Background: an optimization exercise with open tools, aiming at small area. Do not read the settings as production practice. RTL that was checked went through simulation tests only; none was proved equivalent to the original. No functional check of the RTL was part of run 3.

<file path="flow/constraint.sdc">
create_clock -name core_clock -period 10.0 [get_ports {clk}]
set_input_delay 2.0000 -clock core_clock [delete_from_list [all_inputs] [get_ports {clk}]]
set_output_delay 2.0000 -clock core_clock [all_outputs]
set_load 0.01 [all_outputs]
</file>
<file path="flow/run.sh">
#!/bin/bash
# synth_recipe.tcl (not shown) runs the flow's synth.tcl, then flattens the netlist and writes it again
# the make line also repeats each setting of config.mk as NAME=value (left out here)
make -C /OpenROAD-flow-scripts/flow DESIGN_CONFIG=/design/flow/config.mk WORK_HOME=/design/flow/orfs CLKGATE_MAP_FILE= SYNTH_SCRIPT=/design/flow/synth_recipe.tcl finish
</file>
<file path="flow/design.v">
module letter_div(clk, rst, data_in, data_wr, write_free, letter_out, out_en);
	parameter data_size = 32;	
	parameter START		= 4'b0000;
	parameter IDLE 		= 4'b0001;
	parameter RECEIVE	= 4'b0010;
	parameter CHECK_BL	= 4'b0011;
	input clk;	
	input rst;
	input [data_size-1:0] data_in;	 	 
	input data_wr;						 
	output reg write_free;				 
	output [7:0] letter_out;			 
	output out_en;						 
	reg [7:0] letter_out_reg;			 
	reg data_wr_0;
	reg data_wr_1;
	reg data_wr_2;
	reg data_wr_3;
	reg data_wr_4;	   
	reg data_wr_5;
	reg data_wr_6;	  
	reg data_wr_7;
	reg letter_out_en; 
	reg letter_out_en_1;
	assign out_en = letter_out_en;
	always@(posedge clk or negedge rst)
		if(!rst)
			data_wr_0 <= 0;
		else
			data_wr_0 <= data_wr;
	always@(posedge clk or negedge rst)
		if(!rst)
			data_wr_1 <= 0;
		else
			data_wr_1 <= data_wr_0;
	always@(posedge clk or negedge rst)
		if(!rst)
			data_wr_2 <= 0;
		else
			data_wr_2 <= data_wr_1;
	always@(posedge clk or negedge rst)
		if(!rst)
			data_wr_3 <= 0;
		else
			data_wr_3 <= data_wr_2;
	always@(posedge clk or negedge rst)
		if(!rst)
			data_wr_4 <= 0;
		else
			data_wr_4 <= data_wr_3;
	always@(posedge clk or negedge rst)
		if(!rst)
			data_wr_5 <= 0;
		else
			data_wr_5 <= data_wr_4;
	always@(posedge clk or negedge rst)
		if(!rst)
			data_wr_6 <= 0;
		else
			data_wr_6 <= data_wr_5;
	always@(posedge clk or negedge rst)
		if(!rst)
			data_wr_7 <= 0;
		else
			data_wr_7 <= data_wr_6;
	always@(posedge clk or negedge rst)
		if(!rst)
			letter_out_en <= 0;
		else if(data_wr_1)
			letter_out_en <= 1;
		else if(data_wr_6)
			letter_out_en <= 0;		
	always@(posedge clk or negedge rst)
		if(!rst)
			letter_out_en_1 <= 0;
		else if(data_wr_2)
			letter_out_en_1 <= 1;
		else if(data_wr_6)
			letter_out_en_1 <= 0;
	assign letter_out = letter_out_en_1==1?letter_out_reg:8'h00;
	reg [data_size-1:0] mem_receive;		     
	reg [7:0] mem_letter [15:0];				 
	reg [4:0] current_state;
	reg [3:0] next_state;	  
	reg [3:0] check_pt;					 
	reg [3:0] letter_pt;				 
	reg [3:0] out_pt;					 
	always@(posedge clk or negedge rst)
		if(!rst)
			out_pt <= 0;
		else
			out_pt <= letter_pt;
	always@(posedge clk or negedge rst)
		if(!rst)
			letter_out_reg <= 8'h00;
		else
			letter_out_reg <= mem_letter[out_pt];
	always@(posedge clk or negedge rst)
		if(!rst)
			current_state <= IDLE;
		else
			current_state <= next_state;
	always@*
		begin
			case(current_state)	  
				START:	begin
					if(data_wr == 1)	next_state = RECEIVE;	
					else 				next_state = START;
				end	   
				IDLE:	begin
							if(data_wr == 1)	next_state = RECEIVE;		  
							else 				next_state = IDLE;	  
						end
				RECEIVE:	begin
								next_state = CHECK_BL;		
				end
				CHECK_BL:	begin
								if(check_pt == 1)	next_state = IDLE;	   
								else				next_state = CHECK_BL;
				end
				default:	begin
								next_state = START;
				end
			endcase
		end
	always@(posedge clk)
		case(current_state)	 
			START:	begin
				letter_pt <= 1;		 
				write_free <= 1'b1;
				check_pt <= 7;	
			end
			IDLE:	begin
						write_free <= 1'b1;
						check_pt <= 7;					
			end
			RECEIVE:	begin
							write_free <= 1'b0;
							mem_receive[data_size-1:0] <= data_in;
			end
			CHECK_BL:	begin
							write_free <= 1'b0;					 
							mem_letter[0] <= 8'h00;	 
							case(check_pt)
								7: begin
										if( (mem_receive[7:0]<=8'h2f && mem_receive[7:0]>=8'h20)||(mem_receive[7:0]==8'h3a)||(mem_receive[7:0]==8'h3b)||(mem_receive[7:0]==8'h3f) ) begin
											mem_letter[letter_pt] <= 8'h00;	
										end
										else begin
											mem_letter[letter_pt] <= mem_receive[7:0];
										end	
									end	   
								5: begin
										if( (mem_receive[15:8]<=8'h2f && mem_receive[15:8]>=8'h20)||(mem_receive[15:8]==8'h3a)||(mem_receive[15:8]==8'h3b)||(mem_receive[15:8]==8'h3f) ) begin
											mem_letter[letter_pt] <= 8'h00;	
										end
										else begin
											mem_letter[letter_pt] <= mem_receive[15:8];
										end	
								end
								3: begin
										if( (mem_receive[23:16]<=8'h2f && mem_receive[23:16]>=8'h20)||(mem_receive[23:16]==8'h3a)||(mem_receive[23:16]==8'h3b)||(mem_receive[23:16]==8'h3f) ) begin
											mem_letter[letter_pt] <= 8'h00;	
										end
										else begin
											mem_letter[letter_pt] <= mem_receive[23:16];
										end	
								end
								1: begin
										if( (mem_receive[31:24]<=8'h2f && mem_receive[31:24]>=8'h20)||(mem_receive[31:24]==8'h3a)||(mem_receive[31:24]==8'h3b)||(mem_receive[31:24]==8'h3f) ) begin
											mem_letter[letter_pt] <= 8'h00;	
										end
										else begin
											mem_letter[letter_pt] <= mem_receive[31:24];
										end	
									end
								default: begin
										end
							endcase	
							if(letter_pt == 15) letter_pt <= 1;
							else letter_pt <= letter_pt + 1'b1; 
							check_pt <= check_pt - 2;
			end
			default: begin  end	
		endcase
endmodule
module word_com(clk, rst, data_in, letter_in, row_pt, last_word);
	parameter letter_size = 8; 
	parameter word_length = 128;	 
	parameter word_num	  = 16;		 
	parameter START		= 4'b0000;
	parameter IDLE 		= 4'b0001; 
	parameter COMBINE	= 4'b0010;
	input clk;
	input rst;	
	input data_in;		 
	input [letter_size-1:0] letter_in;		 
	output reg [3:0] row_pt;				 
	output [word_length-1:0] last_word;		 
	reg [word_length-1:0] mem_word [word_num-1:0];		 
	reg [7:0] col_pt;			 
	reg [6:0] i;				 
	wire [3:0] prev_row = row_pt - 4'd1;
	assign last_word = mem_word[prev_row];
	reg [3:0] current_state;
	reg [3:0] next_state; 
	always@(posedge clk or negedge rst)	
		if(!rst)
			current_state <= START;
		else
			current_state <= next_state;
	always@*	  
		begin
			case(current_state)	
				START:	begin  
					if(data_in == 1)	next_state = COMBINE;
					else	next_state = START;
					end
				IDLE:	begin  
					if(data_in == 1)	next_state = COMBINE;
					else	next_state = IDLE;	
					end	
				COMBINE: begin 
					if(data_in == 0)	next_state = IDLE;
					else	next_state = COMBINE;
					end
				default: begin	
					next_state = START;
					end
			endcase
		end	  
	always@(posedge clk)
		case(current_state)
			START: begin 
				row_pt <= 0;
				col_pt <= 0;	  
				for(i=0; i<word_num; i=i+1)
					mem_word[i] <= 128'b0; 
			end
			IDLE: begin
			end	  
			COMBINE: begin	  
				if( data_in && (letter_in==8'h00)&&(col_pt==0)) begin
					row_pt <= row_pt;	
				end
				else if ( data_in && (letter_in==8'h00)&&(col_pt!=0) ) begin	 
					row_pt <= row_pt + 1; 
					col_pt <= 0;
				end	
				else if (col_pt == 128) begin
					row_pt <= row_pt + 1;
					col_pt <= 0;
				end
				else if(data_in == 1) begin
					mem_word[row_pt] <= mem_word[row_pt] + (letter_in<<col_pt);	  
					col_pt <= col_pt + 8;
				end
				else begin
				end
			end
			default: begin
			end
		endcase
endmodule
module mapper(clk, rst, data_in_1, keyword, key_en, data_wr, write_free, pair, pair_out); 
	parameter data_size = 32;	 
	parameter IDLE		=	3'b000;
	parameter RECEIVE0	=	3'b001;
	parameter RECEIVE1	=	3'b010;
	parameter RECEIVE2	=	3'b011;
	parameter RECEIVE3	=	3'b100;	 	 
	parameter COM_IDLE	=	4'b0101;
	parameter COM_DO	=	4'b0110;
	parameter COM_SEND	=	4'b0111;
	parameter SEND0	=	4'b1000;	 
	parameter SEND1	=	4'b1001;
	parameter SEND2	=	4'b1010;
	parameter SEND3	=	4'b1011;
	parameter SEND4 =	4'b1100;
	input clk;
	input rst;
	input [data_size-1:0] data_in_1;	 
	input [data_size-1:0] keyword;		 
	input data_wr;						 
	input key_en;
	wire key_en_reg;
	reg key_en_0;
	reg key_en_1;
	output write_free;					 
	output reg [data_size-1:0] pair;		 
	output pair_out;
	wire data_in_2;						 
	wire [7:0] letter;					 
	reg [3:0] row_pt_reg;						 
	wire row_pt_pulse;
	reg [2:0] current_state;
	reg [2:0] next_state;  
	reg [3:0] com_cu_state;
	reg [3:0] com_ne_state;
	reg [3:0] send_cu_state;
	reg [3:0] send_ne_state;
	reg [data_size-1:0] keyword_0;
	reg [data_size-1:0] keyword_1;
	reg [127:0] keyword_conv;
	wire [3:0] wc_row_pt;					 
	wire [127:0] wc_last_word;				 
	assign pair_out = (send_cu_state == SEND1)||(send_cu_state == SEND2)||(send_cu_state == SEND3)||(send_cu_state == SEND4);		
	always@(posedge clk or negedge rst)
		if(!rst)
			key_en_0 <= 0;
		else
			key_en_0 <= key_en; 
	always@(posedge clk or negedge rst)
		if(!rst)
			key_en_1 <= 0;
		else
			key_en_1 <= key_en_0;
	assign key_en_reg = key_en_1 | key_en;
	always@(posedge clk or negedge rst)
		if(!rst)
			keyword_0 <= 0;
		else if(key_en_reg || key_en)
			keyword_0 <= keyword;
		else
			keyword_0 <= 0;	 
	always@(posedge clk or negedge rst)
		if(!rst)
			keyword_1 <= 0;
		else if(key_en_reg || key_en)
			keyword_1 <= keyword_0;
		else
			keyword_1 <= 0;
	always@(posedge clk or negedge rst)
		if(!rst)
			com_cu_state <= COM_IDLE;
		else
			com_cu_state <= com_ne_state;
	always@*
		case(com_cu_state)
			COM_IDLE: begin	
				if(row_pt_pulse == 1) com_ne_state = COM_DO;
				else com_ne_state = COM_IDLE;
			end
			COM_DO: begin
				if(keyword_conv == wc_last_word) com_ne_state = COM_SEND;
				else	com_ne_state = COM_IDLE;
			end
			COM_SEND: begin	
				com_ne_state = COM_IDLE;
			end		  
			default: begin 
				com_ne_state = COM_IDLE;
			end
		endcase	
	always@(posedge clk)
		case(com_cu_state)	 
			COM_IDLE: begin
			end
			COM_DO: begin 
			end
			default: begin
			end
		endcase
	always@(posedge clk or negedge rst)
		if(!rst)
			row_pt_reg <= 0;
		else
			row_pt_reg <= wc_row_pt; 
	assign row_pt_pulse = wc_row_pt ^ row_pt_reg;		
	always@(posedge clk or negedge rst)
		 if(!rst)
			send_cu_state <= SEND0;
		else
			send_cu_state <= send_ne_state;	
	always@*
		case(send_cu_state)
			SEND0: begin 
				if(com_cu_state == COM_SEND) send_ne_state = SEND1;
				else send_ne_state = SEND0; 
			end
			SEND1: begin 
				send_ne_state = SEND2; 
			end
			SEND2: begin
				send_ne_state = SEND3; 
			end
			SEND3: begin 
				send_ne_state = SEND4; 
			end
			SEND4: begin			 
				send_ne_state = SEND0; 
			end
			default: begin
				send_ne_state = SEND0;
			end
		endcase
	always@(posedge clk)
		case(send_cu_state)
			SEND0: begin 
				pair <= 0;
			end
			SEND1: begin 
				pair <= keyword_conv[31:0];
			end
			SEND2: begin
				pair <= keyword_conv[63:32]; 
			end
			SEND3: begin 
				pair <= keyword_conv[95:64]; 
			end
			SEND4: begin			 
				pair <= keyword_conv[127:96]; 
			end
		endcase
	always@(posedge clk or negedge rst)
		if(!rst)
			current_state <= IDLE;
		else
			current_state <= next_state;
	always@*
		case(current_state)
			IDLE: begin
				if(key_en == 1) next_state = RECEIVE0;
				else	next_state = IDLE;
			end	
			RECEIVE0: begin
				if(key_en == 1) next_state = RECEIVE1;
				else	next_state = IDLE;
			end				
			RECEIVE1: begin
				if(key_en == 1) next_state = RECEIVE2;
				else	next_state = IDLE;
			end
			RECEIVE2: begin
				if(key_en == 1) next_state = RECEIVE3;
				else	next_state = IDLE;
			end
			RECEIVE3: begin
				if(key_en == 1) next_state = IDLE;
				else	next_state = IDLE;
			end
			default: next_state = IDLE;
		endcase
	always@(posedge clk)
		case(current_state)
			IDLE: begin
			end
			RECEIVE0: begin
				keyword_conv[7:0] <= keyword_0[7:0];
				keyword_conv[15:8] <= keyword_0[15:8];
				keyword_conv[23:16] <= keyword_0[23:16];
				keyword_conv[31:24] <= keyword_0[31:24];
			end	 
			RECEIVE1: begin
				keyword_conv[39:32] <= keyword_0[7:0];
				keyword_conv[47:40] <= keyword_0[15:8];
				keyword_conv[55:48] <= keyword_0[23:16];
				keyword_conv[63:56] <= keyword_0[31:24];
			end
			RECEIVE2: begin
				keyword_conv[71:64] <= keyword_0[7:0];
				keyword_conv[79:72] <= keyword_0[15:8];
				keyword_conv[87:80] <= keyword_0[23:16];
				keyword_conv[95:88] <= keyword_0[31:24];
			end
			RECEIVE3: begin
				keyword_conv[103:96] <= keyword_0[7:0];
				keyword_conv[111:104] <= keyword_0[15:8];
				keyword_conv[119:112] <= keyword_0[23:16];
				keyword_conv[127:120] <= keyword_0[31:24];
			end
			default: begin
			end
		endcase	  
	letter_div ld0(
	.clk(clk),
	.rst(rst), 
	.data_in(data_in_1),	 
	.data_wr(data_wr), 
	.write_free(write_free),
	.letter_out(letter),	  
	.out_en(data_in_2));
	word_com wc0(
	.clk(clk),
	.rst(rst), 
	.data_in(data_in_2),  
	.letter_in(letter),
	.row_pt(wc_row_pt),
	.last_word(wc_last_word));
endmodule
module reducer(clk, rst, write_in, pair_in, result);
	parameter data_size = 32; 
	parameter word_length = 128;	
	parameter word_num	  = 16;		
	parameter START		= 4'b0000;
	parameter IDLE 		= 4'b0001; 
	parameter COMBINE	= 4'b0010;
	input clk;
	input rst;	
	input write_in;		 
	input [data_size-1:0] pair_in;		 
	output reg [31:0] result;
	reg [3:0] count; 
	reg count_flag;	  
	reg count_flag_1;
  	always@(posedge clk or negedge rst)
		  if(!rst) begin
			 count_flag <= 0;
		  end
	  	  else 
			count_flag <= write_in;
	always@(posedge clk or negedge rst)
		  if(!rst) begin
			 count_flag_1 <= 0;
		  end
		  else if(write_in && ~count_flag) 
		     count_flag_1 <= 1;
		else
			count_flag_1 <= 0;	   
	always@(posedge clk or negedge rst)	
		if(!rst)
			count <= 0;
		else if(count_flag_1)
			count <= count + 1;
	reg [word_length-1:0] mem_word [word_num-1:0];		 
	reg [word_length-1:0] key_lut [3:0];
	reg [3:0] row_pt;			 
	reg [3:0] row_pt_pre;
	reg [7:0] col_pt;			 
	reg [7:0] pt;                
	reg [2:0] lut_pt;            
	reg [6:0] i;				 
	reg [3:0] current_state;
	reg [3:0] next_state; 
	always@(posedge clk or negedge rst)
		if(!rst)
			row_pt_pre <= 4'b0;
		else
			row_pt_pre <= row_pt;
	wire row_change;		
	assign row_change = (row_pt != row_pt_pre);		
	wire [3:0] prev_row = row_pt - 4'd1;
	always@(posedge clk)	
		if(!rst)
			current_state <= START;
		else
			current_state <= next_state;
	always@*	  
		begin
			case(current_state)	
				START:	begin  
					if(write_in == 1)	next_state = COMBINE;
					else	next_state = START;
					end
				IDLE:	begin  
					if(write_in == 1)	next_state = COMBINE;
					else	next_state = IDLE;	
					end	
				COMBINE: begin 
					if(write_in == 0)	next_state = IDLE;
					else	next_state = COMBINE;
					end
				default: begin	
					next_state = START;
					end
			endcase
		end	  
	always@(posedge clk)
		case(current_state)
			START: begin 
				row_pt <= 0;
				col_pt <= 0;	  
				for(i=0; i<word_num; i=i+1)
					mem_word[i] <= 128'b0; 
			end
			IDLE: begin
			end	  
			COMBINE: begin	  
				if (col_pt == 128) begin
					row_pt <= row_pt + 1;
					col_pt <= 0;
				end
				else if(write_in == 1) begin
					mem_word[row_pt] <= mem_word[row_pt] + (pair_in<<col_pt);	  
					col_pt <= col_pt + 32;
				end
			end
		endcase
  always@(posedge clk)
  if (!rst)
    begin
    lut_pt <= 0;
    pt<= 0;
    result <= 32'b0;
    key_lut[0] <= 128'b0;
    key_lut[1] <= 128'b0;
    key_lut[2] <= 128'b0;
    key_lut[3] <= 128'b0;
  end
    else if ((mem_word[prev_row]!=key_lut[0]) && (mem_word[prev_row]!=key_lut[1]) && (mem_word[prev_row]!=key_lut[2]) && (mem_word[prev_row]!=key_lut[3])  && (col_pt==0)&&(row_change==1))
      begin
        result <= result + (8'b00000001 << pt);
        key_lut[lut_pt] <= mem_word[prev_row];
        lut_pt <= lut_pt +1;
        pt <= pt+8;
      end
      else if ((mem_word[prev_row]==key_lut[0]) && (key_lut[0]!=0)&& (col_pt==0)&&(row_change==1))
      begin
      result[7:0] <= result[7:0] + 1;
      end
      else if ((mem_word[prev_row]==key_lut[1]) && (key_lut[1]!=0)&& (col_pt==0)&&(row_change==1))
           begin
           result[15:8] <= result[15:8] + 1;
           end
      else if ((mem_word[prev_row]==key_lut[2]) && (key_lut[2]!=0)&& (col_pt==0)&&(row_change==1))
                 begin
                 result[23:16] <= result[23:16] + 1;
                 end
                 else if ((mem_word[prev_row]==key_lut[3]) && (key_lut[3]!=0)&& (col_pt==0)&&(row_change==1))
                            begin
                            result[31:24] <= result[31:24] + 1;
                            end
endmodule
module node(clk, rst, textfile, keyword, data_wr, key_en, result);
	parameter data_size = 32;
	input clk;
	input rst;
	input [data_size-1:0] textfile;							 
	input [data_size-1:0] keyword;							 
	input data_wr;											 
	input key_en;											 
	output [31:0] result;								 
	wire [data_size-1:0] pair;								 
	wire pair_out;											 
	wire write_in;											 
	reg pair_out_reg;
	wire pair_out_ext;
	always@(posedge clk or negedge rst)
		if(!rst)
			pair_out_reg <= 1'b0;
		else
			pair_out_reg <= pair_out;  
	assign pair_out_ext = pair_out|pair_out_reg;
	assign write_in = pair_out_ext;		
	wire write_free;
	mapper mapper0(
	.clk(clk),
	.rst(rst),
	.data_in_1(textfile),
	.keyword(keyword),
	.key_en(key_en),
	.data_wr(data_wr),
	.write_free(write_free),
	.pair(pair),
	.pair_out(pair_out)
	);
	reducer reducer0(
	.clk(clk),
	.rst(rst),
	.write_in(write_in),
	.pair_in(pair),
	.result(result)
	);
endmodule
</file>
<file path="flow/config.mk">
export PLATFORM = sky130hd
export DESIGN_NAME = node
export DESIGN_NICKNAME = node
export VERILOG_FILES = /design/flow/design.v
export SDC_FILE = /design/flow/constraint.sdc
export NUM_CORES = 4
export LEC_CHECK = 0
export CAP_MARGIN = 20
export CORE_MARGIN = 2
export CORE_UTILIZATION = 40
export SLEW_MARGIN = 20
export SYNTH_MEMORY_MAX_BITS = 8192
</file>
==> run notes, run 1 <==
- The run finished with no timing, DRC or antenna violations.
- The area inside the core boundary is roughly 660000 sq um.
- The final wirelength is just over 1000000 microns.
- Counting along the longest clock path gives a buffer depth of 4.
- The detailed-route vias per instance is between 6 and 7.
- The number of non-filler instances in the completed layout is roughly 28000.
- The number of hold-slack violations in the final timing report is 0.
- The fraction of layout cells with a size suffix above 1 is around 22%.
- The number of max-slew violations in the final report came to 0.
- Traced cell by cell, the critical path runs through mux2_2 > nand2_1 > o22ai_1 > and2_0 > a31oi_1 > nor2_1 > a21oi_2 > nor2_1 > ha_1 > nand2_1 > o21ai_0 > a21oi_1 > o211a_1 > nor4b_1 > nor3_1 > a21oi_1 > a41oi_1 > o31ai_1 > a21oi_1 > o21ai_0 > a221oi_1 > xor2_1 > buf_4 > nor2_1.
- The final clock skew is approximately 0.09 ns.
- Input and output buffers added on the ports amount to 99.
- Subtracting the final worst setup slack from the clock period gives between 8 and 9 ns.
- The final global-route overflow total is 0.
- The worst setup path is of the flop to flop kind.
- The slowest library cell on the worst path is a21oi_2.
- The maximum fanout along the worst path is 16.
- Entering global routing, the biggest net connects roughly 130 pins.
- The number of enable-type register cells in the synthesized netlist is around 5000.
- The number of inserted filler cells in the final layout is around 59000.
- The flop and latch count out of synthesis is ~5000.
- The number of maximum-capacitance constraint violations is 0.
- The residual antenna-violating net count after detailed routing is 0.
- Counting distinct cell types in the post-synthesis netlist gives 94.
- After floorplanning, the core was divided into ~300 placement rows.
- Routability-driven placement finished with a final weighted congestion of between 1 and 1.5.
- The floorplan step defined a die boundary enclosing roughly 670000 sq um.
- The number of sinks handled by clock tree synthesis is roughly 5000.
- After synthesis, the cell types taking the most area are edfxtp_1, mux4_2, nor2_1.
- Counting every instance in the synthesized netlist gives 18800.
- The data arrival time of the critical path is approximately 9.5 ns.
- For this run, design rule violations remaining after detail routing come to 0.
- The initial detailed-routing violation count is approximately 27000.
- The worst path meets setup with approximately 1.3 ns of slack.
- At the worst endpoint, the required time is approximately 11 ns.
- Once the clock tree was built, the setup fixing pass inserted 0 buffers.
- For this run, the slowest stage of the critical path takes between 0.9 and 1 ns.
- After detailed placement, the total cell area comes to 278000 sq um.
- The top cell type's share of synthesized area is between 50 and 60%.
- The finished cells cover ~300000 sq um.
- The floorplan step set the die width to 819 microns.
- Post-CTS repair changed the size of 0 cells.
- Among cell families on the critical path, the largest total delay comes from compound AO/OA/AOI/OAI gates.
- The vertical die dimension is between 800 and 900 microns.
- The initial core utilization is about two fifths.
- The post-synthesis instance area is between 200000 and 300000 sq um.
- The fraction of registers with async set or reset after synthesis is 1.44%.
- The worst setup slack after placement is 1.37 ns.
- The area added between synthesis and finish is 11.6%.
- The H-tree generated during clock tree synthesis spans 6 levels.
- The half-perimeter wire length after placement is 636000 microns.
- The number of buffers and inverters on the critical path is 1.
- The achievable clock frequency is 115 MHz.
- The I/O pin total is 100.
- At the end of the flow the core is filled with cells to between 40% and 50%.
- The cell sitting at the root of the clock tree is a clkbuf_16.
- The number of placed cells counting well taps is ~27000.
- The worst relative slew slack is 11.8%.
- Setup repair after global routing left no endpoint under its margin.
- The number of hold buffers added after cts is 0.
- For the worst-skew pair, the clock arrives at the later sink with an insertion delay of 1.14 ns.
- The number of warning messages in the yosys log is 5.
- The wire length of the first global-routing pass is ~1400000 microns.
- Clock tree synthesis inserted a total of 568 buffers.
- The net count of the finished layout is about 19000.
- The final worst-path cycle share is approximately 87%.
- The flip-flop cell with the highest count after synthesis is edfxtp_1.
- The clock tree from TritonCTS is built.
- The number of global-route vias before repair is about 180k.
- The final route contains around 180k vias.
- The final number of setup-violating endpoints is 0.
- The path class of the lowest-slack min-delay path is flop to flop.
- The clock edge transition at the registers on the reported setup and hold paths is approximately 0.060 ns.
- The largest registers in the layout are mapper0.wc0.mem_word (2048), reducer0.mem_word (2048), reducer0.key_lut (512).
- The worst setup path is captured at a flop.
- The combined global-route utilization of all metal layers is 30.2%.
- The worst-margin pin slew is approximately 1.3 ns.
- The per-cell routed wire length is around 37 microns.
- The number of optimization iterations in the first detailed-route pass is 8.
- The leading area contributor after synthesis is edfxtp_1.
- The initial antenna violation count came to 58.
- The nature of the critical path startpoint is a flop.
- Summing the sequential cell areas from Yosys gives roughly 57% of the chip area.
- The mean area per synthesized cell is ~14 sq um.
## cell type report
cell class / instances / area, sq um / share of cell area (%)
diodes: 47 / 118 / 0.0397
inverters: 244 / 916 / 0.309
clock inverters: 322 / 2810 / 0.949
repair buffers: 716 / 6630 / 2.24
well taps: 8879 / 11100 / 3.75
clock buffers: 710 / 15000 / 5.05
flip-flops and latches: 5076 / 152000 / 51.1
multi-input cells: 11800 / 108000 / 36.5
## layer usage
layer	track usage (%)	routed length (microns)	up-vias	part of all wire [%]
li1	-	-	71100	-
met1	37.6	356000	94400	34
met2	47.6	477000	13700	46
met3	7.42	123000	2822	12
met4	19.0	80600	52	7.8
met5	0	399	-	0.039
## worst paths after layout
check	from	to	slack, ns	cells past startpoint
max in group asynchronous	rst	mapper0.keyword_0[16]	7.03	3
hold / removal	mapper0.key_en_0	mapper0.key_en_1	0.35	0
setup reg to reg	mapper0.wc0.col_pt[0]	mapper0.wc0.mem_word[8][123]	1.32	24
setup / recovery	mapper0.wc0.col_pt[0]	mapper0.wc0.mem_word[8][123]	1.32	24
hold reg to reg	mapper0.key_en_0	mapper0.key_en_1	0.35	0
min in group asynchronous	rst	reducer0.row_pt_pre[0]	1.45	2
## logic make-up (layout without fill, tap and decap cells)
group	count (synthesis)	count (layout)	share of synthesized area (%)
AO/OA/AOI/OAI	1345	1345	3.26
XOR/XNOR	869	869	2.86
adder cells (fa/ha/maj)	297	297	1.40
buffers and inverters	1855	1992	2.76
flip-flops	5076	5076	57.0
multiplexers	2740	2740	22.1
other	0	47	0
AND/OR/NAND/NOR	6572	6572	10.6
## cells in the final DEF (no fill, tap or decap), drive strengths merged, types with 40 or more instances in the layout
cell              n
edfxtp         4954
nor2           4701
mux4           2507
clkbuf          710
buf             618
xor2            502
nand2           477
a21oi           419
xnor2           367
and2            311
ha              295
inv             278
nor4            267
o21ai           250
nand4           242
clkinv          241
mux2i           202
a21o            195
nor3            141
nand3           109
clkdlybuf4s50    98
nor2b            98
o21bai           78
dfrtp            71
nand2b           66
and3             61
dfxtp            49
diode            47
a221o            40
## synthesized netlist by cell type (all sizes together) (36+ instances only)
master  number
a22o        37
edfxtp    4954
dfxtp       49
a221o       40
mux2i      202
nor3       141
nor4       267
o21bai      78
and2       311
nand3      109
inv        244
ha         295
clkbuf    1272
xor2       502
nand2      477
a21oi      419
nand4      242
xnor2      367
mux4      2507
a22oi       36
o21ai      250
nor2      4701
nor2b       98
dfrtp       71
buf        339
nand2b      66
and3        61
a21o       195
## stage by stage
step / TNS (ns) / hold WS [ns]
after floorplan: -170.12 / 0.331
after global placement: 0 / 0.333
after detailed placement: 0 / 0.337
after CTS: 0 / 0.349
after global routing: 0 / 0.354
final: 0 / 0.347
==> inputs of run 2 (changes only) <==
==> flow/design.v (replaced) <==
module node(clk, rst, textfile, keyword, data_wr, key_en, result);
	input clk;
	input rst;
	input [31:0] textfile;
	input [31:0] keyword;
	input data_wr;
	input key_en;
	output [31:0] result;
	reg [127:0] kc, ka, kb;
	reg ken_d;
	reg eq_c, eq_a, eq_b;
	reg cur_valid;		 
	reg cur_stored;		 
	reg [1:0] cur_slot;	 
	reg a_valid, b_valid;
	reg [1:0] a_slot, b_slot;
	reg [1:0] nslots;	 
	wire kfirst = key_en & ~ken_d;
	wire kdone  = ken_d & ~key_en;
	wire st_a = cur_valid & ~cur_stored & ~a_valid;
	wire st_b = cur_valid & ~cur_stored & a_valid & ~b_valid;
	always @(posedge clk) begin
		ken_d <= key_en;
		if (key_en) begin
			kc <= {keyword, kc[127:32]};
			ka <= {(st_a ? kc[31:0] : ka[31:0]), ka[127:32]};
			kb <= {(st_b ? kc[31:0] : kb[31:0]), kb[127:32]};
			eq_c <= (kfirst | eq_c) & (keyword == kc[31:0]);
			eq_a <= (kfirst | eq_a) & (keyword == ka[31:0]);
			eq_b <= (kfirst | eq_b) & (keyword == kb[31:0]);
		end
	end
	reg d1, d2, d3, d4;
	reg [15:0] t1;
	reg [7:0] t2;
	always @(posedge clk) begin
		d1 <= data_wr;
		d2 <= d1;
		d3 <= d2;
		d4 <= d3;
		t1 <= textfile[31:16];
		t2 <= t1[15:8];
	end
	wire [7:0] b = data_wr ? textfile[7:0] :
	               d1      ? textfile[15:8] :
	               d2      ? t1[7:0] : t2;
	wire lv = data_wr | d1 | d2 | d3;
	wire sep = (b == 8'h00) || (b[7:4] == 4'h2) || (b == 8'h3a) || (b == 8'h3b) || (b == 8'h3f);
	reg [4:0] col;		 
	reg match;		 
	wire [7:0] kl = kc[{col[3:0], 3'b000} +: 8];
	wire full = col[4];
	wire comp = (lv & sep & (col != 5'd0)) | ((lv & ~sep | d4) & full);
	wire eqw = match & (full | (kl == 8'h00));
	always @(posedge clk or negedge rst)
		if (!rst) begin
			col <= 5'd0;
		end else if (comp) begin
			col <= 5'd0;
		end else if (lv & ~sep) begin
			col <= col + 5'd1;
		end
	always @(posedge clk)
		if (lv & ~sep & ~full)
			match <= ((col == 5'd0) | match) & (b == kl);
	reg s1, s2;
	reg [13:0] r;
	wire s = comp & eqw & ~s2;
	wire f = s & ~(r[0] | r[1] | r[2] | r[3]);
	always @(posedge clk) begin
		s1 <= s;
		s2 <= s1;
	end
	always @(posedge clk or negedge rst)
		if (!rst)
			r <= 14'd0;
		else
			r <= {r[12:0], f};
	wire upd = r[13];
	reg [4:0] c0;
	reg [3:0] c1, c2, c3;
	always @(posedge clk or negedge rst)
		if (!rst) begin
			c0 <= 0; c1 <= 0; c2 <= 0; c3 <= 0;
			cur_valid <= 0; cur_stored <= 0; cur_slot <= 0;
			a_valid <= 0; b_valid <= 0; a_slot <= 0; b_slot <= 0;
			nslots <= 0;
		end else begin
			if (upd) begin
				case (cur_slot)
					2'd0: c0 <= c0 + 5'd1;
					2'd1: c1 <= c1 + 4'd1;
					2'd2: c2 <= c2 + 4'd1;
					2'd3: c3 <= c3 + 4'd1;
				endcase
				if (!cur_valid) begin
					cur_valid <= 1'b1;
					nslots <= nslots + 2'd1;
				end
			end
			if (kdone) begin
				if (st_a) begin a_valid <= 1'b1; a_slot <= cur_slot; end
				if (st_b) begin b_valid <= 1'b1; b_slot <= cur_slot; end
				if (eq_c & cur_valid) begin
					cur_stored <= cur_stored | st_a | st_b;
				end else if (eq_a & a_valid) begin
					cur_valid <= 1'b1; cur_stored <= 1'b1; cur_slot <= a_slot;
				end else if (eq_b & b_valid) begin
					cur_valid <= 1'b1; cur_stored <= 1'b1; cur_slot <= b_slot;
				end else begin
					cur_valid <= 1'b0; cur_stored <= 1'b0; cur_slot <= nslots;
				end
			end
		end
	assign result = {4'b0, c3, 4'b0, c2, 4'b0, c1, 3'b0, c0};
endmodule
==> run notes, run 2 <==
- The wire-length estimate of the detail-placed layout is approximately 23000 microns.
- The post-layout net count is about 1100.
- The number of global-route vias before repair is about 8600.
- The number of enable-type register cells in the synthesized netlist is approximately 390.
- The wire length of the first global-routing pass is around 54000 microns.
- After synthesis, the share of flip-flops with an asynchronous set or reset is approximately 10%.
- Synthesis handed over a netlist of roughly 940 instances.
- The residual antenna-violating net count after detailed routing is 0.
- The routed layout has 8504 vias.
- The most crowded layer after global routing is met2.
- Clock tree synthesis inserted a total of 48 buffers.
- The number of hold-slack violations in the final timing report is 0.
- The flop and latch count out of synthesis is between 400 and 500.
- The initial antenna violation count is 0.
- For this run, the number of Yosys warnings is 1.
- The worst setup path is launched from an input port.
- The met1 track demand over resource is a little under a quarter.
- In this run the tightest slew margin relative to its limit is roughly 31%.
- Sequential cells were found to cover around three quarters of the synthesized design area.
- The reg2reg setup slack is 7.16 ns.
- The clock edge transition at the registers on the reported setup and hold paths is around 0.06 ns.
- The worst register-to-register path begins at col[0].
- The worst-case reg-to-reg path depth is 6.
- In the global route stage, met3 resource usage came out at under 10%.
- The count of different cell masters after synthesis is 57.
- In this run, the number of DRC markers left after iteration 0 of detailed routing was 883.
- The H-tree was split into 2 levels.
- The kind of cell with the highest combined delay along the critical path is compound AO/OA/AOI/OAI gates.
- The fraction of layout cells with a size suffix above 1 is between 10% and 20%.
- The final RePlAce weighted congestion is about 0.8.
- The maximum fanout along the worst path is 19.
- The worst setup path is of the input port to flop kind.
- The post-layout utilization of the core is 47.2%.
- The count of port buffers added during placement is 84.
- The top cell types in the final layout, fill and taps aside, are edfxtp_1, xnor2_1, clkdlybuf4s50_1, mux2_2, clkbuf_16.
- In this run the post-CTS setup repair buffer count came out at 0.
- At the later pin of the worst-skew pair, clock insertion delay measures 0.57 ns.
- By area the synthesized netlist is led by edfxtp_1, dfrtp_1, mux2_2.
- The worst hold path belongs to the class flop to flop.
- In the final layout, the registers with the most flip-flops are ka (128), kb (128), kc (128).
- A synthesized cell averages 18.9 sq um.
- Timing would allow up to between 200 and 250 MHz.
- In this run, post-CTS repair resized a total of 0 instances.
- Setup repair after global routing left no endpoint under its margin.
- For this configuration, the core starts out at a cell density of roughly 40%.
- The final wirelength is about 36000 microns.
- The flow ran to the end and the layout has no timing, DRC or antenna violations.
- For this run, design rule violations remaining after detail routing come to 0.
- The number of max-slew violations in the final report is 0.
- Following the worst setup path forward leads to its endpoint at match.
- The die is 215 microns wide.
- For this run the aggregate overflow at the end of global routing stands at 0.
- The signal on the critical path passes through clkdlybuf4s50_1 > or2b_2 > o221a_2 > and2_2 > a211oi_4 > o21ai_0 > inv_1.
- The time the worst path needs with I/O delays and setup is roughly 4.1 ns.
- STA puts the critical path data required time at roughly 10 ns.
- The area added between synthesis and finish is 16.8%.
- TritonCTS built the clock tree.
- The final clock skew is roughly 0.013 ns.
- Counting every sink on the clock net gives between 400 and 500.
- Clock tree synthesis selected as its root buffer the cell clkbuf_16.
- In this run the worst setup path begins at data_wr.
- Max-cap violations in this run came to 0.
- The first TritonRoute pass finished after 5 iterations.
- The critical path crosses 7 cells after its start point.
- Using the TritonRoute via totals, the vias-per-cell ratio works out to slightly above 5.
- The maximum buffer depth of the clock tree is 3.
- The number of hold buffers added after cts is 0.
- The most frequently used cell type in the post-synthesis netlist is edfxtp_1.
- The maximum number of pins on one net before global-route repair is approximately 190.
- At the worst endpoint, the arrival time is 4.37 ns.
- The core region is approximately 44000 sq um.
- The floorplan step defined a die boundary enclosing about 46000 sq um.
- Summed over all failing endpoints, the final setup total negative slack is 0 ns.
- The flip-flop cell with the highest count after synthesis is edfxtp_1.
- The final worst-path cycle share is slightly above 40%.
- The die is around 220 microns tall.
- The cell area that synthesis handed to floorplanning was ~18000 sq um.
- The endpoint class of the critical path is a flop.
- The slowest library cell on the worst path is clkdlybuf4s50_1.
- The leading area contributor after synthesis is edfxtp_1.
- After synthesis, the largest area contributor takes up between 60% and 70% of total cell area.
- The antenna diode instance count is 0.
- The worst-margin pin slew is about 1.0 ns.
- The combined global-route utilization of all metal layers is between 10% and 20%.
- The final number of setup-violating endpoints is 0.
- For this run, the slowest stage of the critical path takes ~0.71 ns.
- The met2 track utilization from global routing is a little under a quarter.
- The endpoint identified for the worst register-to-register timing path is s1.
- The floorplan has 77 rows.
- The per-cell routed wire length is around 21 microns.
- The critical path contains buffers and inverters numbering 2 combined.
- During I/O placement, the number of pins put on the boundary was 100.
- Leaving out fill and tap cells, the most frequent cell in the layout is edfxtp_1.
- In the synthesized netlist, the cells that appear most often are edfxtp_1, xnor2_1, mux2_2.
-- run 2: cell type report --
cell class,count,area (sq um)
Clock buffer,69,1360
Clock inverter,17,183
Fill cell,3788,23300
Inverter,5,18.8
Multi-Input combinational cell,444,4120
Sequential cell,467,13500
Tap cell,592,741
Timing Repair Buffer,91,908
-- run 2: worst min-delay path by stage --
stage | from | endpoint | slack (ns) | depth (start not counted)
detailed placement | t1[10] | t2[2] | 0.31 | 0
finish | t1[12] | t2[4] | 0.32 | 0
global route | t1[10] | t2[2] | 0.33 | 0
floorplan | s1 | s2 | 0.31 | 0
global placement | t1[10] | t2[2] | 0.31 | 0
CTS | t1[11] | t2[3] | 0.33 | 0
-- run 2: cell families after synthesis --
kind of cell,share of synthesized area (%)
AOI/OAI and AO/OA,1.89
xor gates and xnor gates,6.00
adders and majority gates,0.421
buffers and inverters,1.68
DFF,75.6
muxes,10.2
other,0.0210
and+or+nand+nor,4.16
-- run 2: stage by stage --
stage                     std cells  area [sq um]  hold slack [ns]  worst slack (ns)
after floorplan                 956         17900            0.310              6.22
after detailed placement       1599         19300            0.312              5.39
after global routing           1685         20800            0.331              5.74
after CTS                      1685         20800            0.327              5.98
after global placement         1599         19300            0.312              5.42
final                          1685         20800            0.325              5.91
-- run 2: worst register-to-register path: cells and delay by family (launching register included) --
kind                   cells  cell delay (ns)
AND/OR/NAND/NOR            2             0.46
AO/OA/AOI/OAI              1             0.18
buffers and inverters      1             0.55
multiplexers               2             1.23
flip-flops                 1             0.34
-- run 2: per-layer routing --
metal  share of wire (%)  wire length [microns]
met1                  47                  16700
met2                  46                  16200
met3                 5.4                   1920
met4                 2.0                    713
met5                   0                      0
==> inputs of run 3 (changes only) <==
==> flow/design.v (replaced) <==
module node(clk, rst, textfile, keyword, data_wr, key_en, result);
	input clk;
	input rst;
	input [31:0] textfile;
	input [31:0] keyword;
	input data_wr;
	input key_en;
	output [31:0] result;
	reg [2:0] ph;
	reg [127:0] kc;
	reg [255:0] kr;
	reg ken_d;
	reg eq_c;		 
	reg er;			 
	reg eqa, eqb;		 
	reg cur_valid;		 
	reg [1:0] cur_slot;	 
	reg a_valid, b_valid;
	reg [1:0] a_slot, b_slot;
	reg [1:0] nslots;	 
	wire kfirst = key_en & ~ken_d;
	wire kdone  = ken_d & ~key_en;
	wire [31:0] m = kc[{ph[1:0], 5'b00000} +: 32];
	wire mr = (kr[31:0] == m);
	wire cp = ~key_en & ~ken_d & (ph[2] ? (a_valid & ~b_valid) : ~a_valid);
	always @(posedge clk or negedge rst)
		if (!rst)
			ph <= 3'd0;
		else
			ph <= ph + 3'd1;
	always @(posedge clk) begin
		ken_d <= key_en;
		if (key_en) begin
			kc <= {keyword, kc[127:32]};
			eq_c <= (kfirst | eq_c) & (keyword == kc[31:0]);
		end
		kr <= {(cp ? m : kr[31:0]), kr[255:32]};
		er <= ((ph[1:0] == 2'd0) | er) & mr;
		if (ph == 3'd3)
			eqa <= er & mr;
		if (ph == 3'd7)
			eqb <= er & mr;
	end
	wire hit_a = eqa & a_valid;
	wire hit_b = eqb & b_valid;
	wire [1:0] idx = cur_valid ? cur_slot : hit_a ? a_slot : hit_b ? b_slot : nslots;
	reg d1, d2, d3, d4;
	reg [7:0] p, q;
	always @(posedge clk) begin
		d1 <= data_wr;
		d2 <= d1;
		d3 <= d2;
		d4 <= d3;
		q <= textfile[31:24];
		p <= d2 ? q : textfile[23:16];
	end
	wire [7:0] b = data_wr ? textfile[7:0] : d1 ? textfile[15:8] : p;
	wire lv = data_wr | d1 | d2 | d3;
	wire sep = (b == 8'h00) || (b[7:4] == 4'h2) || (b == 8'h3a) || (b == 8'h3b) || (b == 8'h3f);
	reg [4:0] col;		 
	reg match;		 
	wire [7:0] kl = kc[{col[3:0], 3'b000} +: 8];
	wire full = col[4];
	wire comp = (lv & sep & (col != 5'd0)) | ((lv & ~sep | d4) & full);
	wire eqw = match & (full | (kl == 8'h00));
	always @(posedge clk or negedge rst)
		if (!rst)
			col <= 5'd0;
		else if (comp)
			col <= 5'd0;
		else if (lv & ~sep)
			col <= col + 5'd1;
	always @(posedge clk)
		if (lv & ~sep & ~full)
			match <= ((col == 5'd0) | match) & (b == kl);
	reg s1, s2;
	reg [13:0] r;
	wire s = comp & eqw & ~s2;
	wire f = s & ~(r[0] | r[1] | r[2] | r[3]);
	always @(posedge clk) begin
		s1 <= s;
		s2 <= s1;
	end
	always @(posedge clk or negedge rst)
		if (!rst)
			r <= 14'd0;
		else
			r <= {r[12:0], f};
	wire upd = r[13];
	reg [4:0] c0;
	reg [3:0] c1, c2, c3;
	always @(posedge clk or negedge rst)
		if (!rst) begin
			c0 <= 0; c1 <= 0; c2 <= 0; c3 <= 0;
			cur_valid <= 0; cur_slot <= 0;
			a_valid <= 0; b_valid <= 0; a_slot <= 0; b_slot <= 0;
			nslots <= 0;
		end else begin
			if (upd) begin
				case (idx)
					2'd0: c0 <= c0 + 5'd1;
					2'd1: c1 <= c1 + 4'd1;
					2'd2: c2 <= c2 + 4'd1;
					2'd3: c3 <= c3 + 4'd1;
				endcase
				cur_valid <= 1'b1;
				cur_slot <= idx;
				if (!cur_valid & !hit_a & !hit_b)
					nslots <= nslots + 2'd1;
			end
			if (kdone) begin
				if (cur_valid & ~a_valid) begin
					a_valid <= 1'b1; a_slot <= cur_slot;
				end else if (cur_valid & ~b_valid) begin
					b_valid <= 1'b1; b_slot <= cur_slot;
				end
				cur_valid <= cur_valid & eq_c;
			end
		end
	assign result = {4'b0, c3, 4'b0, c2, 4'b0, c1, 3'b0, c0};
endmodule
==> run notes, run 3 <==
- For this block, the initial DRC count from the detailed router was 475.
- The number of global-route vias before repair is 7774.
- The sequential cell area is roughly 11000 sq um.
- The final wirelength is 29000 microns.
- For this run, the top clock speed supported by timing is approximately 260 MHz.
- STA classifies the critical path endpoint as a flop.
- More flip-flops sit in one register than any other, and that register is kr.
- The clock tree root driver cell is clkbuf_16.
- The routed layout has 7385 vias.
- The number of rows in the core area is 70.
- The number of setup buffers added after CTS is 0.
- The largest registers in the layout are kr (256), kc (128), r (14).
- The detailed-route vias per instance is roughly 4.9.
- The number of hold-slack violations in the final timing report is 0.
- The type of the worst setup path is input port to flop.
- Yosys attributes the largest share of cell area to dfxtp_1, edfxtp_1, dfrtp_1.
- The worst slack on hold paths is 0.320 ns.
- TritonCTS created 48 clock buffers.
- Entering global routing, the biggest net connects 70 pins.
- The flow ran to the end and the layout has no timing, DRC or antenna violations.
- The total number of H-tree levels is 2.
- The flop and latch count out of synthesis is around 460.
- The vertical die dimension is roughly 200 microns.
- The number of inserted filler cells in the final layout is approximately 3100.
- The worst-margin pin slew is between 1 and 1.5 ns.
- The count of different cell masters after synthesis is a little over 50.
- In the post-synthesis netlist, the cell with the most instances is dfxtp_1.
- Summed over all layers, the global routing overflow is 0.
- The number of design rule violations left after detail routing is 0.
- The area added between synthesis and finish is 20.3%.
- The clock arrives with 0.0183 ns of skew.
- The initial antenna violation count came to 1.
- For this design, the CTS-stage hold fixing added 0 buffers.
- The required time reported for the critical path endpoint is between 10 and 15 ns.
- Timing analysis after detailed placement gives a worst setup slack of about 5.6 ns.
- The multi-input combinational cell area is between 3000 and 4000 sq um.
- The number of maximum-capacitance constraint violations is 0.
- The biggest area contributor in the post-synthesis netlist is dfxtp_1.
- The maximum buffer depth of the clock tree is 3.
- The nature of the critical path startpoint is an input port.
- The net count of the finished layout is between 1000 and 1500.
- Once the clock tree was built, the resizer swapped 0 gates to a different size.
- The number of max-slew violations in the final report is 0.
- The reg2reg setup slack is 6.84 ns.
- The final RePlAce weighted congestion is approximately 0.80.
- The commonest cells after synthesis are dfxtp_1, edfxtp_1, xnor2_1.
- The combined global-route utilization of all metal layers is ~15%.
- The clock tree from TritonCTS is built.
- The instance area after placement is between 15000 and 20000 sq um.
- The path class of the tightest hold or removal check is flop to flop.
- The data arrival time of the critical path is roughly 4.4 ns.
- The residual antenna-violating net count after detailed routing is 0.
- For this run, the number of Yosys warnings is 1.
- The insertion delay to the later sink of the worst-skew pair is 0.55 ns.
- The initial utilization of the core area, before any placement, comes to a little over 40%.
- The number of sinks handled by clock tree synthesis is between 400 and 500.
- The synthesized netlist cell count is 884.
- Setup repair after global routing left no endpoint under its margin.
- The final number of setup-violating endpoints is 0.
- In this run the horizontal extent of the chip is approximately 200 microns.
- The number of optimization iterations in the first detailed-route pass is 4.
- In the synthesized netlist the dominant register cell turns out to be dfxtp_1.
- The final non-filler cell area is approximately 18000 sq um.
- Detailed placement ended at an HPWL of roughly 19000 microns.
- The final worst-path cycle share is around 39%.
- In this run the mean area of a mapped cell was ~17 sq um.
- The total area inside the core boundary comes to about 37000 sq um.
- The most common cell after layout, fill and taps aside is dfxtp_1.
- Adding up every negative setup slack in the final design gives 0 ns.
- Summed over its instances, the top area cell type makes up between 30% and 40% of the synthesized netlist area.
- In this run, synthesis inferred about 130 flip-flops with an integrated enable.
- Buffers placed on the I/O ports in this run total 84.
- The final worst-path setup slack is 6.10 ns.
- Clock-pin slew was measured on the worst setup and hold paths at ~0.06 ns.
- The synthesized netlist occupies a cell area of ~15000 sq um.
- The share of the yosys chip area belonging to registers is ~72%.
- The worst path needs 3.90 ns of the cycle, external delays included.
- 100 I/O pins were placed.
- The register with the most flip-flops in the layout has ~260 of them.
- In the layout the commonest cells are dfxtp_1, edfxtp_1, clkdlybuf4s50_1, xnor2_1, clkbuf_16.
- The total die area is around 39000 sq um.
- The fraction of registers with async set or reset after synthesis is between 10% and 20%.
- Along the worst path, the maximum fanout reaches 16.
- The wire length of the first global-routing pass is between 40000 and 50000 microns.
- Of the cells placed in the final design, the portion with a size suffix greater than 1 is about a fifth.
- In the final routed layout, each cell accounts on average for 19.2 microns.
- The worst relative slew slack is approximately 23%.
## run 3: cell types whose count changed after synthesis, moves of 10 or more
cell | before | now
mux2i_1 | 20 | 9
xnor2_1 | 88 | 78
mux2_2 | 78 | 50
edfxtp_1 | 388 | 132
mux4_2 | 33 | 55
dfxtp_1 | 31 | 280
xor2_1 | 34 | 11
a22oi_1 | 2 | 16
## run 3: final cells by class
cell class / instances / share of cell area (%)
clock inverters: 21 / 1.25
well taps: 468 / 3.24
clock buffers: 69 / 8.42
repair buffers: 93 / 4.99
flip-flops and latches: 462 / 59.9
diodes: 1 / 0.0139
inverters: 7 / 0.146
multi-input cells: 389 / 22.0
## run 3: layer usage
layer	vias to the layer above	global-route usage, %	share of wire, %
li1	3462	-	-
met1	3699	21.2	46
met2	177	24.1	46
met3	47	3.56	5.3
met4	0	5.40	2.7
met5	-	0	0
## run 3: logic make-up (layout without fill, tap and decap cells)
group | count (synthesis) | count (layout) | synth area share [%]
compound gates | 46 | 46 | 2.14
simple gates | 106 | 106 | 3.73
buf+inv | 47 | 190 | 1.80
fa+ha+maj | 10 | 10 | 0.834
flops | 462 | 462 | 72.1
mux | 123 | 123 | 14.2
other cells | 1 | 16 | 0.0250
xor+xnor | 89 | 89 | 5.19
## run 3: stage by stage
step	cells	util (%)
after detailed placement	1419	44.3
final	1510	49.1
after global placement	1419	44.3
after floorplan	898	-
after global routing	1509	49.1
after CTS	1509	49.1
## run 3: critical path: stages
cell and delay [ns]:
clkdlybuf4s50_1 0.80, o21ai_0 0.31, o31ai_1 0.37, and4_1 0.33, a21oi_2 0.14, a21bo_2 0.26, a21oi_1 0.15
## run 3: final timing paths
| kind | from | endpoint | cells after the start |
|---|---|---|---|
| setup / recovery | data_wr | col[2] | 7 |
| setup reg to reg | ph[0] | eqb | 6 |
| min in group asynchronous | rst | r[2] | 2 |
| hold reg to reg | kr[179] | kr[147] | 0 |
| hold / removal | kr[179] | kr[147] | 0 |
| max in group asynchronous | rst | ph[0] | 2 |
==> inputs of run 4 (changes only) <==
--- a/flow/design.v
+++ b/flow/design.v
@@ -82,9 +82,17 @@
 		s2 <= s1;
 	end
+	always @(posedge clk) begin
+		r[3:0] <= {r[2:0], f};
+		r[8:5] <= r[7:4];
+		r[13:10] <= r[12:9];
+	end
 	always @(posedge clk or negedge rst)
-		if (!rst)
-			r <= 14'd0;
-		else
-			r <= {r[12:0], f};
+		if (!rst) begin
+			r[4] <= 1'b0;
+			r[9] <= 1'b0;
+		end else begin
+			r[4] <= r[3];
+			r[9] <= r[8];
+		end
 	wire upd = r[13];
 	reg [4:0] c0;
@@ -93,6 +101,6 @@
 		if (!rst) begin
 			c0 <= 0; c1 <= 0; c2 <= 0; c3 <= 0;
-			cur_valid <= 0; cur_slot <= 0;
-			a_valid <= 0; b_valid <= 0; a_slot <= 0; b_slot <= 0;
+			cur_valid <= 0;
+			a_valid <= 0; b_valid <= 0;
 			nslots <= 0;
 		end else begin
@@ -105,17 +113,23 @@
 				endcase
 				cur_valid <= 1'b1;
-				cur_slot <= idx;
 				if (!cur_valid & !hit_a & !hit_b)
 					nslots <= nslots + 2'd1;
 			end
 			if (kdone) begin
-				if (cur_valid & ~a_valid) begin
-					a_valid <= 1'b1; a_slot <= cur_slot;
-				end else if (cur_valid & ~b_valid) begin
-					b_valid <= 1'b1; b_slot <= cur_slot;
-				end
+				if (cur_valid & ~a_valid)
+					a_valid <= 1'b1;
+				else if (cur_valid & ~b_valid)
+					b_valid <= 1'b1;
 				cur_valid <= cur_valid & eq_c;
 			end
 		end
+	always @(posedge clk) begin
+		if (upd)
+			cur_slot <= idx;
+		if (kdone & cur_valid & ~a_valid)
+			a_slot <= cur_slot;
+		if (kdone & cur_valid & a_valid & ~b_valid)
+			b_slot <= cur_slot;
+	end
 	assign result = {4'b0, c3, 4'b0, c2, 4'b0, c1, 3'b0, c0};
 endmodule
--- a/flow/config.mk
+++ b/flow/config.mk
@@ -8,5 +8,8 @@
 export CAP_MARGIN = 20
 export CORE_MARGIN = 2
-export CORE_UTILIZATION = 40
+export CORE_UTILIZATION = 70
+export CTS_BUF_LIST = sky130_fd_sc_hd__clkbuf_16
+export CTS_CLUSTER_DIAMETER = 60
+export CTS_CLUSTER_SIZE = 30
 export SLEW_MARGIN = 20
 export SYNTH_MEMORY_MAX_BITS = 8192
==> run notes, run 4 <==
- After clock tree synthesis, the setup repair step added 0 buffers.
- Hold is met by between 0.3 and 0.4 ns.
- The clock tree root driver cell is clkbuf_16.
- The fraction of registers with async set or reset after synthesis is between 6 and 7%.
- The die is 150 microns wide.
- The core region is ~21000 sq um.
- For this run, the number of Yosys warnings is 1.
- The instance area after placement is approximately 16000 sq um.
- The fraction of layout cells with a size suffix above 1 is roughly 16%.
- The number of clock buffers inserted by TritonCTS is 23.
- Setup repair after global routing left no endpoint under its margin.
- The wire length of the first global-routing pass is approximately 43000 microns.
- The worst-case reg-to-reg path depth is 6.
- The worst setup path is of the input port to flop kind.
- Global routing used 25.0% of the available tracks across all layers.
- The flow ran to the end and the layout has no timing, DRC or antenna violations.
- The aggregate negative setup slack is 0 ns.
- 0 antenna diodes ended up in the layout.
- Yosys mapped a number of flops with a built-in enable equal to around 140.
- The leading area contributor after synthesis is dfxtp_1.
- For this run, the leading register cell type out of synthesis is dfxtp_1.
- The data arrival time of the critical path is between 4 and 5 ns.
- The initial detailed-routing violation count is approximately 730.
- The residual antenna-violating net count after detailed routing is 0.
- On the critical path, the stage with the largest delay is an instance of clkdlybuf4s50_1.
- The number of hold buffers added after CTS was 0.
- The number of design rule violations left after detail routing is 0.
- The final global-route overflow total is 0.
- The top cell type's share of synthesized area is 39.0%.
- Of all nets on the critical path, the largest fanout is 16.
- The count of buffers added on input and output ports is 84.
- The achievable clock frequency is around 250 MHz.
- After synthesis, the netlist uses 57 different library cells.
- After synthesis, the cell types taking the most area are dfxtp_1, edfxtp_1, mux4_2.
- The clock edge transition at the registers on the reported setup and hold paths is roughly 0.1 ns.
- Setup violations remaining at the end of the flow were counted as 0.
- The largest single stage delay on the critical path is 0.89 ns.
- The worst path in the final design needs a cycle of between 4 and 5 ns, including I/O delays and setup.
- The maximum buffer depth of the clock tree is 3.
- The number of flip-flops under the largest register name is around 260.
- The half-perimeter wire length after placement is around 19000 microns.
- The detailed-route vias per instance is ~6.0.
- The vias after detailed routing is roughly 7500.
- The register ranked first by flip-flop count is kr.
- The number of maximum-capacitance constraint violations is 0.
- The number of global-route vias before repair came to 7509.
- The total number of H-tree levels is 1.
- In the finished design, the share of the clock period the worst path needs comes to around two fifths.
- The post-synthesis instance area is 15000 sq um.
- The total die area is ~23000 sq um.
- The maximum number of pins on one net before global-route repair is 75.
- The initial antenna violation count came to 0.
- Cells fill 79.8% of the core in the end.
- At the pin with the least slew margin, the transition time is ~1.2 ns.
- The insertion delay to the later sink of the worst-skew pair is ~0.55 ns.
- The post-layout net count is approximately 1000.
- Sequential elements use between 70 and 80% of the synthesized area.
- Before CTS, the worst setup slack after placement is approximately 5.5 ns.
- The worst path meets setup with roughly 6.0 ns of slack.
- The finished cells cover roughly 17000 sq um.
- 100 I/O pins were placed.
- Traced cell by cell, the critical path runs through clkdlybuf4s50_1 > mux2i_4 > o211ai_1 > a2111o_1 > o21ai_2 > and4bb_1.
- The number of hold-slack violations in the final timing report is 0.
- The worst relative slew slack is between 20% and 30%.
- In this run, post-CTS repair resized a total of 0 instances.
- In the layout the commonest cells are dfxtp_1, edfxtp_1, clkdlybuf4s50_1, xnor2_1, mux4_2.
- STA classifies the critical path startpoint as an input port.
- STA classifies the critical path endpoint as a flop.
- In the synthesized netlist, the cells that appear most often are dfxtp_1, edfxtp_1, xnor2_1.
- The number of optimization iterations in the first detailed-route pass is 5.
- The library cell used most frequently in the layout, excluding fill and tap cells, is dfxtp_1.
- The per-cell routed wire length is 22.1 microns.
- The flop and latch count out of synthesis is between 400 and 500.
- The initialized floorplan defines 53 standard-cell rows.
- A synthesized cell averages about 17 sq um.
- The die is roughly 150 microns tall.
- The final wirelength is 27700 microns.
- The clock drives roughly 460 sinks.
- Data on the critical path is required at its endpoint by ~10 ns.
- For this configuration, the core starts out at a cell density of 71.3%.
- The final clock skew is 0.0165 ns.
- The synthesized netlist cell count is 873.
- Among all cell types in the netlist, the one instantiated most often is dfxtp_1.
- The worst hold path passes through 0 cells.
- In the final layout, the registers with the most flip-flops are kr (256), kc (128), r (14).
- The number of max-slew violations in the final report came to 0.
- The final RePlAce weighted congestion is around 0.86.
- From synthesis to final layout, the design area changed by 12.0%.
- The worst hold path belongs to the class flop to flop.
- The clock tree from TritonCTS is built.
[run 4: changes by cell type in the layout (fill, tap and decap cells not counted), moves of 7 or more]
| cell | change |
|---|---|
| clkbuf_16 | -31 |
| clkbuf_8 | -7 |
| clkinv_2 | -12 |
| dfrtp_1 | -18 |
| dfxtp_1 | +12 |
[run 4: critical path, delay by kind of cell]
kind	cells	cell delay, ns
AOI/OAI and AO/OA	3	1.01
buffers and inverters	1	0.89
muxes	1	0.36
and+or+nand+nor	1	0.24
[run 4: logic make-up after synthesis]
logic type	after synthesis	share of synthesized area (%)
simple gates	95	3.47
mux	120	14.2
compound gates	47	2.35
flops	462	72.0
fa+ha+maj	10	0.835
other cells	1	0.0250
buf+inv	51	2.06
xor+xnor	87	5.08
[run 4: final cells by class]
cell class                      instances  area (sq um)
Clock buffer                           25           626
Clock inverter                         16           164
Fill cell                            1096          4240
Inverter                               11          41.3
Multi-Input combinational cell        374          3940
Sequential cell                       462         10800
Tap cell                              275           344
Timing Repair Buffer                   89           871
[run 4: routing by layer]
layer	global-route usage, %	vias up	share of wire (%)
met5	0	-	0
met4	7.12	0	2.5
met3	3.94	52	6.8
met2	41.5	336	49
met1	34.9	3742	42
li1	-	3347	-
[run 4: path summary, 6_finish.rpt]
kind | end | slack (ns) | from
worst max-delay path | s1 | 5.98 | data_wr
worst min-delay path | kr[63] | 0.33 | kr[95]
worst max register to register | eqa | 6.67 | ph[0]
worst min register to register | kr[63] | 0.33 | kr[95]
max in group asynchronous | col[0] | 7.95 | rst
min in group asynchronous | r[4] | 1.51 | rst
[run 4: through the flow]
stage | instances
final | 1252
after global placement | 1211
after global routing | 1252
after floorplan | 887
after detailed placement | 1211
after CTS | 1252
==> inputs of run 5 (changes only) <==
--- a/flow/config.mk
+++ b/flow/config.mk
@@ -11,5 +11,5 @@
 export CTS_BUF_LIST = sky130_fd_sc_hd__clkbuf_16
 export CTS_CLUSTER_DIAMETER = 60
-export CTS_CLUSTER_SIZE = 30
+export CTS_CLUSTER_SIZE = 34
 export SLEW_MARGIN = 20
 export SYNTH_MEMORY_MAX_BITS = 8192
==> run notes, run 5 <==
- Once the clock tree was built, the setup fixing pass inserted 0 buffers.
- Each instance of the synthesized netlist takes up on average 17.2 sq um.
- The number of global-route vias before repair is between 7000 and 8000.
- STA classifies the critical path startpoint as an input port.
- The number of design rule violations left after detail routing is 0.
- The critical register-to-register path endpoint is eqa.
- Setup repair after global routing left no endpoint under its margin.
- For the worst setup path, the data required time is 10.49 ns.
- In this run the biggest area consumer among cell types represents ~40% of the synthesized area.
- The floorplan has 53 rows.
- The flip-flop cell with the highest count after synthesis is dfxtp_1.
- After legalization and detailed placement, the total HPWL measured roughly 19000 microns.
- Buffers inserted to repair hold after CTS numbered 0.
- The number of sinks handled by clock tree synthesis is 462.
- Using the TritonRoute via totals, the vias-per-cell ratio works out to approximately 6.0.
- The final clock skew is roughly 0.026 ns.
- Ranked by total cell area, the synthesized netlist is headed by dfxtp_1, edfxtp_1, mux4_2.
- The run finished with no timing, DRC or antenna violations.
- The leading area contributor after synthesis is dfxtp_1.
- Entering global routing, the biggest net connects 75 pins.
- The clock tree root driver cell is clkbuf_16.
- Synthesis handed over a netlist of approximately 870 instances.
- The horizontal die dimension is 150 microns.
- The reg2reg setup slack is roughly 6.6 ns.
- The most frequently used cell type in the post-synthesis netlist is dfxtp_1.
- The residual antenna-violating net count after detailed routing is 0.
- Of the available clock period, the critical path in the final layout requires 40.1%.
- The tool flagged a number of max-cap violations equal to 0.
- The vias after detailed routing is about 7500.
- In this run, post-CTS repair resized a total of 0 instances.
- Timing analysis after detailed placement gives a worst setup slack of approximately 5.5 ns.
- The count of port buffers added during placement is 84.
- The worst relative slew slack is roughly a quarter.
- The vertical die dimension is around 150 microns.
- TritonCTS built the clock tree.
- The startpoint identified for the worst register-to-register timing path is ph[0].
- The number of enable-type register cells in the synthesized netlist is between 100 and 150.
- The total die area is ~23000 sq um.
- The final number of setup-violating endpoints is 0.
- The number of optimization iterations in the first detailed-route pass is 5.
- The tightest min-delay check is of the flop to flop type.
- The top cell types in the final layout, fill and taps aside, are dfxtp_1, edfxtp_1, clkdlybuf4s50_1, xnor2_1, mux4_2.
- The largest registers in the layout are kr (256), kc (128), r (14).
- Of all flip-flops after synthesis, the portion carrying an async set or reset was 6.93%.
- The destination of the worst hold path is kr[39].
- The number of hold-slack violations in the final timing report was 0.
- In this run, CTS created clock tree buffers numbering 23.
- Derived from the worst setup path, the maximum achievable clock frequency is ~250 MHz.
- The maximum fanout along the worst path is 16.
- The fraction of layout cells with a size suffix above 1 is between 10% and 20%.
- From synthesis to final layout, the design area changed by 12.1%.
- For this run the aggregate overflow at the end of global routing stands at 0.
- In this run, synthesis produced a sequential element count of about 460.
- The total number of H-tree levels is 1.
- The beginning of the worst hold path is kr[71].
- The I/O pin total is 100.
- The maximum buffer depth of the clock tree is 3.
- The number of max-slew violations in the final report was 0.
- The count of different cell masters after synthesis is 57.
- The initial detailed-routing violation count is 690.
- Summing all placed instances gives a cell area of roughly 16000 sq um.
- The worst hold path stage count is 0.
- The final wirelength is roughly 28000 microns.
- After synthesis the cells add up to approximately 15000 sq um.
- The post-layout net count is 1039.
## run 5: changes by cell type in the layout (fill, tap and decap cells not counted)
cell and change:
clkbuf_16 -2, clkinvlp_4 -1, inv_16 +1, inv_4 -2, clkinv_8 +4, inv_6 -2, inv_12 -1, inv_8 +3
## run 5: logic make-up after synthesis
family                   Yosys count  share of synthesized area (%)
flip-flops                       462                           72.0
adder cells (fa/ha/maj)           10                          0.835
XOR/XNOR                          87                           5.08
multiplexers                     120                           14.2
other                              1                         0.0250
AND/OR/NAND/NOR                   95                           3.47
buffers and inverters             51                           2.06
AO/OA/AOI/OAI                     47                           2.35
## run 5: worst max path at each step
stage | start | endpoint | slack (ns) | cells after the start
global route | data_wr | s1 | 5.85 | 6
detailed placement | data_wr | s1 | 5.45 | 6
global placement | data_wr | s1 | 5.59 | 6
CTS | data_wr | s1 | 6.01 | 6
floorplan | textfile[8] | s1 | 6.48 | 6
finish | data_wr | s1 | 5.99 | 6
## run 5: per-stage QoR
stage          instances  utilization [%]
4_1_cts             1252             79.9
2_1_floorplan        887                -
5_1_grt             1252             79.9
6_report            1252             79.9
3_5_place_dp        1211             76.1
3_3_place_gp        1211             76.1
## run 5: layer usage
metal	share of wire, %	routed length, microns	track usage, %
met1	42	11700	35.1
met2	49	13700	41.6
met3	6.4	1790	3.61
met4	2.5	699	7.64
met5	0	0	0
## run 5: layout make-up
class | instances | area (sq um)
multi-input cells | 374 | 3940
fillers | 1102 | 4230
clock buffers | 23 | 576
clock inverters | 18 | 229
repair buffers | 89 | 871
well taps | 275 | 344
flip-flops and latches | 462 | 10800
inverters | 11 | 41.3
## run 5: worst max-delay path: stages
cell and delay, ns:
clkdlybuf4s50_1 0.89, mux2i_4 0.36, o211ai_1 0.19, a2111o_1 0.51
o21ai_2 0.30, and4bb_1 0.24

==> what the ideal ports hide <==
Ports are ideal in the flow. The routed layouts listed here were re-timed in OpenROAD.
Step 1: set_driving_cell puts a clkbuf_16 on clk and a buf_2 on each other input, an assumption about the parent block.
Step 2 moves the port delays by t, midway between the first and last clock arrival at a register: inputs arrive t later, outputs are due t later. That takes back most of the time a late clock gives input paths.
a / b / c = ideal / step 1 / step 2; a / b = the first two.
| run | t, ns | setup WS [ns] | worst setup path at the end | worst slew at a driven data input, ns |
|---|---|---|---|---|
| run 1 | 1.239 | 1.319 / 1.319 / 1.319 | register to register | 0.12 |
| run 2 | 0.610 | 5.914 / 5.938 / 5.328 | input to register | 0.09 |
| run 3 | 0.595 | 6.097 / 6.119 / 5.524 | input to register | 0.07 |
| run 4 | 0.590 | 5.983 / 6.005 / 5.415 | input to register | 0.04 |
| run 5 | 0.589 | 5.987 / 6.006 / 5.417 | input to register | 0.04 |
After both steps every run listed still meets setup and hold. For run 2, which loses most, drivers alone change the setup slack by +0.024 ns; drivers and shift together by -0.586 ns.
